This design comes from an exercise in tuning for small area on the open sky130 flow, not from production work. Where RTL was checked, it was by simulation tests only, not by an equivalence proof against the original.

==> flow/design.v <==
module conv1 (
  input clock,
  input reset,
  input vld_in,
  input [5:0][15:0] in,
  output vld_out,
  output [63:0][15:0] out
);
  reg vld_r;
  always @(posedge clock) vld_r <= vld_in & ~reset;
  assign vld_out = vld_r;
  wire [15:0] i0 = in[0];
  wire [15:0] i1 = in[1];
  wire [15:0] i2 = in[2];
  wire [15:0] i3 = in[3];
  wire [15:0] i4 = in[4];
  wire [15:0] i5 = in[5];
  wire [15:0] a0 = i2 + i4;
  wire [15:0] a1 = i2 + ~i4;
  wire [15:0] a2 = i0 + i1;
  wire [15:0] a3 = ~i1 + i5 + 16'd1;
  wire [15:0] a4 = i3 + i5;
  wire [15:0] a5 = i0 + ~a4 + 16'd1;
  wire [15:0] a6 = i3 + a0;
  wire [15:0] a7 = i5 + a2;
  wire [15:0] a8 = i3 + ~a1;
  wire [15:0] a9 = i1 + ~i3 + 16'd1;
  wire [15:0] a10 = i0 + ~a9;
  wire [15:0] a11 = i0 + ~a3 + 16'd1;
  wire [15:0] a12 = i2 + i5;
  wire [15:0] a13 = i1 + a12;
  wire [15:0] a14 = ~i1 + a5;
  wire [15:0] a15 = ~a0 + ~a3 + 16'd2;
  wire [15:0] a16 = a1 + a4 + 16'd1;
  wire [15:0] a17 = a9 + ~a15 + 16'd1;
  wire [15:0] a18 = a4 + a15;
  wire [15:0] a19 = i4 + a5;
  wire [15:0] a20 = ~i0 + ~a16 + 16'd2;
  wire [15:0] a21 = ~a6 + ~a11 + 16'd2;
  wire [15:0] a22 = ~a2 + a17 + 16'd1;
  reg [15:0] r0;
  always @(posedge clock) r0 <= a14;
  reg [15:0] r1;
  always @(posedge clock) r1 <= i4;
  reg [15:0] r2;
  always @(posedge clock) r2 <= a5;
  reg [15:0] r3;
  always @(posedge clock) r3 <= a6;
  reg [15:0] r4;
  always @(posedge clock) r4 <= a0;
  reg [15:0] r5;
  always @(posedge clock) r5 <= i2;
  reg [15:0] r6;
  always @(posedge clock) r6 <= a7;
  reg [15:0] r7;
  always @(posedge clock) r7 <= a8;
  reg [15:0] r8;
  always @(posedge clock) r8 <= a1;
  reg [15:0] r9;
  always @(posedge clock) r9 <= i1;
  reg [15:0] r10;
  always @(posedge clock) r10 <= a10;
  reg [15:0] r11;
  always @(posedge clock) r11 <= a11;
  reg [15:0] r12;
  always @(posedge clock) r12 <= a2;
  reg [15:0] r13;
  always @(posedge clock) r13 <= a15;
  reg [15:0] r14;
  always @(posedge clock) r14 <= i5;
  reg [15:0] r15;
  always @(posedge clock) r15 <= a21;
  reg [15:0] r16;
  always @(posedge clock) r16 <= a16;
  reg [15:0] r17;
  always @(posedge clock) r17 <= a20;
  reg [15:0] r18;
  always @(posedge clock) r18 <= a17;
  reg [15:0] r19;
  always @(posedge clock) r19 <= a3;
  reg [15:0] r20;
  always @(posedge clock) r20 <= a22;
  reg [15:0] r21;
  always @(posedge clock) r21 <= a18;
  reg [15:0] r22;
  always @(posedge clock) r22 <= a19;
  reg [15:0] r23;
  always @(posedge clock) r23 <= a13;
  wire [15:0] b0 = ~r6 + r12 + 16'd1;
  wire [15:0] b1 = ~r5 + r18 + 16'd1;
  wire [15:0] b2 = r13 + ~r21 + 16'd1;
  wire [15:0] b3 = r4 + ~r14 + 16'd1;
  wire [15:0] b4 = r3 + ~r9 + 16'd1;
  wire [15:0] b5 = r5 + r13;
  wire [15:0] b6 = r5 + ~r23 + 16'd1;
  wire [15:0] b7 = r8 + ~r23 + 16'd2;
  wire [15:0] b8 = ~r12 + r22 + 16'd1;
  wire [15:0] b9 = r2 + ~r12 + 16'd1;
  wire [15:0] b10 = r14 + ~r7 + r9 + 16'd1;
  wire [15:0] b11 = r18 + ~r19 + 16'd1;
  wire [15:0] b12 = ~r1 + r23 + 16'd1;
  wire [15:0] b13 = r0 + ~r8 + 16'd1;
  wire [15:0] b14 = r0 + ~r1 + 16'd2;
  wire [15:0] b15 = r0 + r1 + 16'd1;
  wire [15:0] b16 = r14 + ~r1 + r10 + 16'd2;
  wire [15:0] b17 = ~r10 + r14;
  wire [15:0] b18 = ~r1 + ~r10 + 16'd1;
  wire [15:0] b19 = ~r0 + ~r4 + 16'd1;
  wire [15:0] b20 = r14 + ~r7 + r10 + 16'd2;
  wire [15:0] b21 = ~r0 + ~r3 + 16'd1;
  wire [15:0] b22 = r10 + r18 + 16'd1;
  wire [15:0] b23 = ~r4 + ~r10 + 16'd1;
  wire [15:0] b24 = r2 + ~r4 + 16'd1;
  wire [15:0] b25 = r5 + ~r22 + 16'd1;
  wire [15:0] b26 = ~r19 + r20 + 16'd1;
  wire [15:0] b27 = ~r7 + r21 + r20 + 16'd1;
  wire [15:0] b28 = ~r9 + r11 + 16'd1;
  wire [15:0] b29 = r2 + r5;
  wire [15:0] b30 = ~r11 + r21 + 16'd1;
  wire [15:0] b31 = ~r14 + r16 + r22 + 16'd1;
  wire [15:0] b32 = r12 + ~r13 + 16'd1;
  wire [15:0] b33 = r14 + r17;
  wire [15:0] b34 = ~r3 + r6 + 16'd1;
  wire [15:0] b35 = r12 + ~r16 + 16'd1;
  wire [15:0] b36 = r14 + r1 + ~r20 + 16'd1;
  wire [15:0] b37 = r6 + r7;
  wire [15:0] b38 = ~r1 + r11 + 16'd1;
  wire [15:0] b39 = r1 + ~r6 + 16'd1;
  wire [15:0] b40 = ~r6 + r7 + 16'd1;
  wire [15:0] b41 = r14 + ~r23 + ~r2 + 16'd2;
  wire [15:0] b42 = r12 + r18;
  wire [15:0] b43 = r8 + r11 + 16'd1;
  wire [15:0] b44 = ~r8 + ~r12 + 16'd1;
  wire [15:0] b45 = r4 + r6;
  wire [15:0] b46 = r1 + r15;
  wire [15:0] b47 = r3 + r6;
  assign out[0] = b42;
  assign out[1] = b31;
  assign out[2] = b20;
  assign out[3] = r22;
  assign out[4] = b44;
  assign out[5] = b39;
  assign out[6] = r13;
  assign out[7] = b2;
  assign out[8] = b6;
  assign out[9] = b12;
  assign out[10] = b30;
  assign out[11] = b14;
  assign out[12] = b19;
  assign out[13] = b22;
  assign out[14] = b13;
  assign out[15] = b33;
  assign out[16] = b3;
  assign out[17] = r9;
  assign out[18] = r20;
  assign out[19] = b32;
  assign out[20] = b17;
  assign out[21] = b0;
  assign out[22] = b45;
  assign out[23] = b26;
  assign out[24] = r2;
  assign out[25] = b15;
  assign out[26] = r19;
  assign out[27] = b38;
  assign out[28] = r11;
  assign out[29] = b23;
  assign out[30] = b28;
  assign out[31] = b37;
  assign out[32] = b7;
  assign out[33] = b16;
  assign out[34] = r17;
  assign out[35] = b36;
  assign out[36] = b25;
  assign out[37] = b41;
  assign out[38] = b27;
  assign out[39] = b29;
  assign out[40] = b21;
  assign out[41] = r21;
  assign out[42] = b9;
  assign out[43] = b10;
  assign out[44] = b36;
  assign out[45] = r23;
  assign out[46] = b40;
  assign out[47] = b35;
  assign out[48] = b34;
  assign out[49] = r15;
  assign out[50] = 16'd0;
  assign out[51] = b1;
  assign out[52] = b46;
  assign out[53] = r16;
  assign out[54] = b43;
  assign out[55] = r7;
  assign out[56] = b9;
  assign out[57] = b11;
  assign out[58] = b8;
  assign out[59] = b47;
  assign out[60] = b18;
  assign out[61] = b24;
  assign out[62] = b4;
  assign out[63] = b5;
endmodule
==> flow/config.mk <==
export PLATFORM = sky130hd
export DESIGN_NAME = conv1
export DESIGN_NICKNAME = conv1
export VERILOG_FILES = /design/flow/design.v
export SDC_FILE = /design/flow/constraint.sdc
export NUM_CORES = 8
export LEC_CHECK = 0
export CAP_MARGIN = 20
export CORE_MARGIN = 2
export CORE_UTILIZATION = 50
export GPL_TIMING_DRIVEN = 1
export SETUP_SLACK_MARGIN = 0.05
export SLEW_MARGIN = 20
==> flow/constraint.sdc <==
create_clock -name core_clock -period 6.0 [get_ports {clock}]
set_input_delay 1.2000 -clock core_clock [delete_from_list [all_inputs] [get_ports {clock}]]
set_output_delay 1.2000 -clock core_clock [all_outputs]
set_load 0.01 [all_outputs]
standard.sh (not shown) runs the stock make flow with config.mk's settings and CLKGATE_MAP_FILE= SYNTH_SCRIPT=/design/flow/synth_recipe.tcl, a recipe that flattens the netlist after the stock synthesis.
==> flow/flow/run.sh <==
#!/bin/bash
# Layout flow: standard synthesis (for the register list), then the hand-mapped
# adder netlist generated by flow/gen.py from flow/plan.json replaces the
# synthesized netlist; the rest is the standard ORFS flow, with port buffers
# of the smallest buffer cell.
set -eo pipefail
R=orfs/results/sky130hd/conv1/base
bash standard.sh synth > std_synth.log 2>&1
cp $R/1_2_yosys.v std_1_2_yosys.v
python3 flow/gen.py flow/plan.json std_1_2_yosys.v hand_netlist.v > gen.log 2>&1
cp hand_netlist.v $R/1_2_yosys.v
rm -f $R/1_synth.odb
bash standard.sh BUFFER_PORTS_ARGS="-buffer_cell sky130_fd_sc_hd__buf_1" PLACE_PINS_ARGS="-min_distance 1 -min_distance_in_tracks" POST_GLOBAL_PLACE_TCL=$PWD/flow/post_gpl.tcl finish > std_finish.log 2>&1
Other scripts of this flow, unchanged in this note and not shown: flow/flow/gen.py, flow/flow/nlgen3.py, flow/flow/plan.json, flow/flow/post_gpl.tcl
The starting point never finished: it broke off in global routing, error GRT-0116.
Rerun with:
--- a/flow/flow/run.sh
+++ b/flow/flow/run.sh
@@ -11,3 +11,3 @@
 cp hand_netlist.v $R/1_2_yosys.v
 rm -f $R/1_synth.odb
-bash standard.sh BUFFER_PORTS_ARGS="-buffer_cell sky130_fd_sc_hd__buf_1" PLACE_PINS_ARGS="-min_distance 1 -min_distance_in_tracks" POST_GLOBAL_PLACE_TCL=$PWD/flow/post_gpl.tcl finish > std_finish.log 2>&1
+bash standard.sh BUFFER_PORTS_ARGS="-buffer_cell sky130_fd_sc_hd__buf_1" PLACE_PINS_ARGS="-min_distance 1 -min_distance_in_tracks" POST_GLOBAL_PLACE_TCL=$PWD/flow/post_gpl.tcl GLOBAL_ROUTE_ARGS="-congestion_iterations 100 -congestion_report_iter_step 5 -verbose -allow_congestion" finish > std_finish.log 2>&1
Now the flow ran to the end with no violations.
Synthesized cell count is unchanged.
Area after synthesis is unchanged.
No functional check of the RTL was part of any run of this note.

Starts from the design.v that is shown in full above.
export LEC_CHECK = 0
export CAP_MARGIN = 20
export CORE_MARGIN = 2
export CORE_UTILIZATION = 45
export GPL_TIMING_DRIVEN = 1
export SETUP_SLACK_MARGIN = 0.05
export SLEW_MARGIN = 20
create_clock -name core_clock -period 6.0 [get_ports {clock}]
==> flow/flow/run.sh <==
#!/bin/bash
# Layout flow: standard synthesis (for the register list), then the hand-mapped
# adder netlist generated by flow/gen.py from flow/plan.json replaces the
# synthesized netlist; the rest is the standard ORFS flow, with port buffers
# of the smallest buffer cell.
set -eo pipefail
R=orfs/results/sky130hd/conv1/base
bash standard.sh synth > std_synth.log 2>&1
cp $R/1_2_yosys.v std_1_2_yosys.v
python3 flow/gen.py flow/plan.json std_1_2_yosys.v hand_netlist.v > gen.log 2>&1
cp hand_netlist.v $R/1_2_yosys.v
rm -f $R/1_synth.odb
bash standard.sh BUFFER_PORTS_ARGS="-buffer_cell sky130_fd_sc_hd__buf_1" PLACE_PINS_ARGS="-min_distance 1 -min_distance_in_tracks" POST_GLOBAL_PLACE_TCL=$PWD/flow/post_gpl.tcl finish > std_finish.log 2>&1
Other scripts of this flow, unchanged in this note and not shown: flow/flow/gen.py, flow/flow/nlgen3.py, flow/flow/plan.json, flow/flow/post_gpl.tcl
The baseline produced a clean layout.
Change:
- CORE_UTILIZATION: 45 -> 50
- SETUP_SLACK_MARGIN: 0.05 -> 0.0
The changed run aborted during global routing, error GRT-0116. Synthesized area stays the same. Synthesized cell count stays the same.
Function was not checked in any run of this note: the RTL went through the layout flow alone.

conv1, a different RTL version from the one above (not shown whole).
Design conv1, start of the top module:
module conv1 (
  input clock,
  input reset,
  input vld_in,
  input [5:0][15:0] in,
  output vld_out,
  output [63:0][15:0] out
);
==> flow/config.mk <==
export PLATFORM = sky130hd
export DESIGN_NAME = conv1
export DESIGN_NICKNAME = conv1
export VERILOG_FILES = /design/flow/design.v
export SDC_FILE = /design/flow/constraint.sdc
export NUM_CORES = 8
export LEC_CHECK = 0
export CAP_MARGIN = 20
export CORE_MARGIN = 2
export CORE_UTILIZATION = 50
export GPL_TIMING_DRIVEN = 1
export SETUP_SLACK_MARGIN = 0.25
export SLEW_MARGIN = 20
==> flow/constraint.sdc <==
create_clock -name core_clock -period 6.0 [get_ports {clock}]
set_input_delay 1.2000 -clock core_clock [delete_from_list [all_inputs] [get_ports {clock}]]
set_output_delay 1.2000 -clock core_clock [all_outputs]
set_load 0.01 [all_outputs]
==> flow/flow/post_gpl.tcl <==
# Upsize the input-port buffers that buffer_ports inserted (they drive the
# stage-A fanout); output-port buffers stay at the smallest buffer cell.
foreach c [get_cells input*] {
  if {[regexp {^input[0-9]+$} [get_full_name $c]] && [get_property $c ref_name] eq "sky130_fd_sc_hd__buf_1"} {
    replace_cell $c sky130_fd_sc_hd__buf_4
  }
}
Scripts as last shown in full above: flow/flow/run.sh
Other scripts of this flow, unchanged in this note and not shown: flow/flow/gen.py, flow/flow/nlgen3.py, flow/flow/plan.json
The first run completed with no timing, DRC or antenna violations.
Change:
SETUP_SLACK_MARGIN = 0.05   (was 0.25)
Worst hold slack is about the same.
Setup slack got worse by 0.20 ns.
Routed wire length falls by 0.69%.
Clock-buffer cell count stays the same.
Fmax shrinks by 3.5%.
Via count went down by 0.81%.
Final cell count is about the same.
Change:
==> flow/flow/post_gpl.tcl (replaced) <==
# Upsize the input-port buffers that buffer_ports inserted (they drive the
# stage-A fanout); output-port buffers stay at the smallest buffer cell.
foreach inst [[ord::get_db_block] getInsts] {
  set n [$inst getName]
  if {[regexp {^input[0-9]+$} $n] && [[$inst getMaster] getName] eq "sky130_fd_sc_hd__buf_1"} {
    replace_cell $inst sky130_fd_sc_hd__buf_4
  }
}
CORE_UTILIZATION = 55   (was 50)
GPL_TIMING_DRIVEN = 0   (was 1)
SETUP_SLACK_MARGIN = 0.1   (was 0.05)
The new run did not get past 3_3_place_gp (STA-0124).
Area after synthesis does not change.
Synthesized cell count is unchanged.

==> separate check: timing with driven ports <==
Ports are ideal in the flow. The routed layouts listed here were re-timed in OpenROAD. Step 1 (the two cells are an assumption about what drives the block):
set clk [get_ports {clock}]
set_driving_cell -lib_cell sky130_fd_sc_hd__clkbuf_16 $clk
set_driving_cell -lib_cell sky130_fd_sc_hd__buf_2 [delete_from_list [all_inputs] $clk]
Step 2 times the ports against the registers' clock, not the clock port: input delays grow and output delays shrink by t, the midpoint of the rising clock arrivals with the driver on. a / b / c = no drivers / after step 1 / after step 2; a / b = the first two.
run	shift t [ns]	setup slack, ns	clock arrival spread, ns	pins driven straight from the clock port
the second run of note 1	0.679	0.147 / 0.071 / -0.314	0.035 / 0.035	1
the first run of note 2	0.672	0.112 / 0.036 / -0.362	0.025 / 0.026	1
the first run of note 3	0.675	0.360 / 0.291 / -0.068	0.024 / 0.025	1
the second run of note 3	0.673	0.156 / 0.088 / -0.179	0.026 / 0.026	1
With both steps, setup timing fails in every run listed, where it was met with ideal ports. The setup slack of the first run of note 2, which loses most, moves by -0.076 ns with the drivers and by -0.474 ns with both steps.
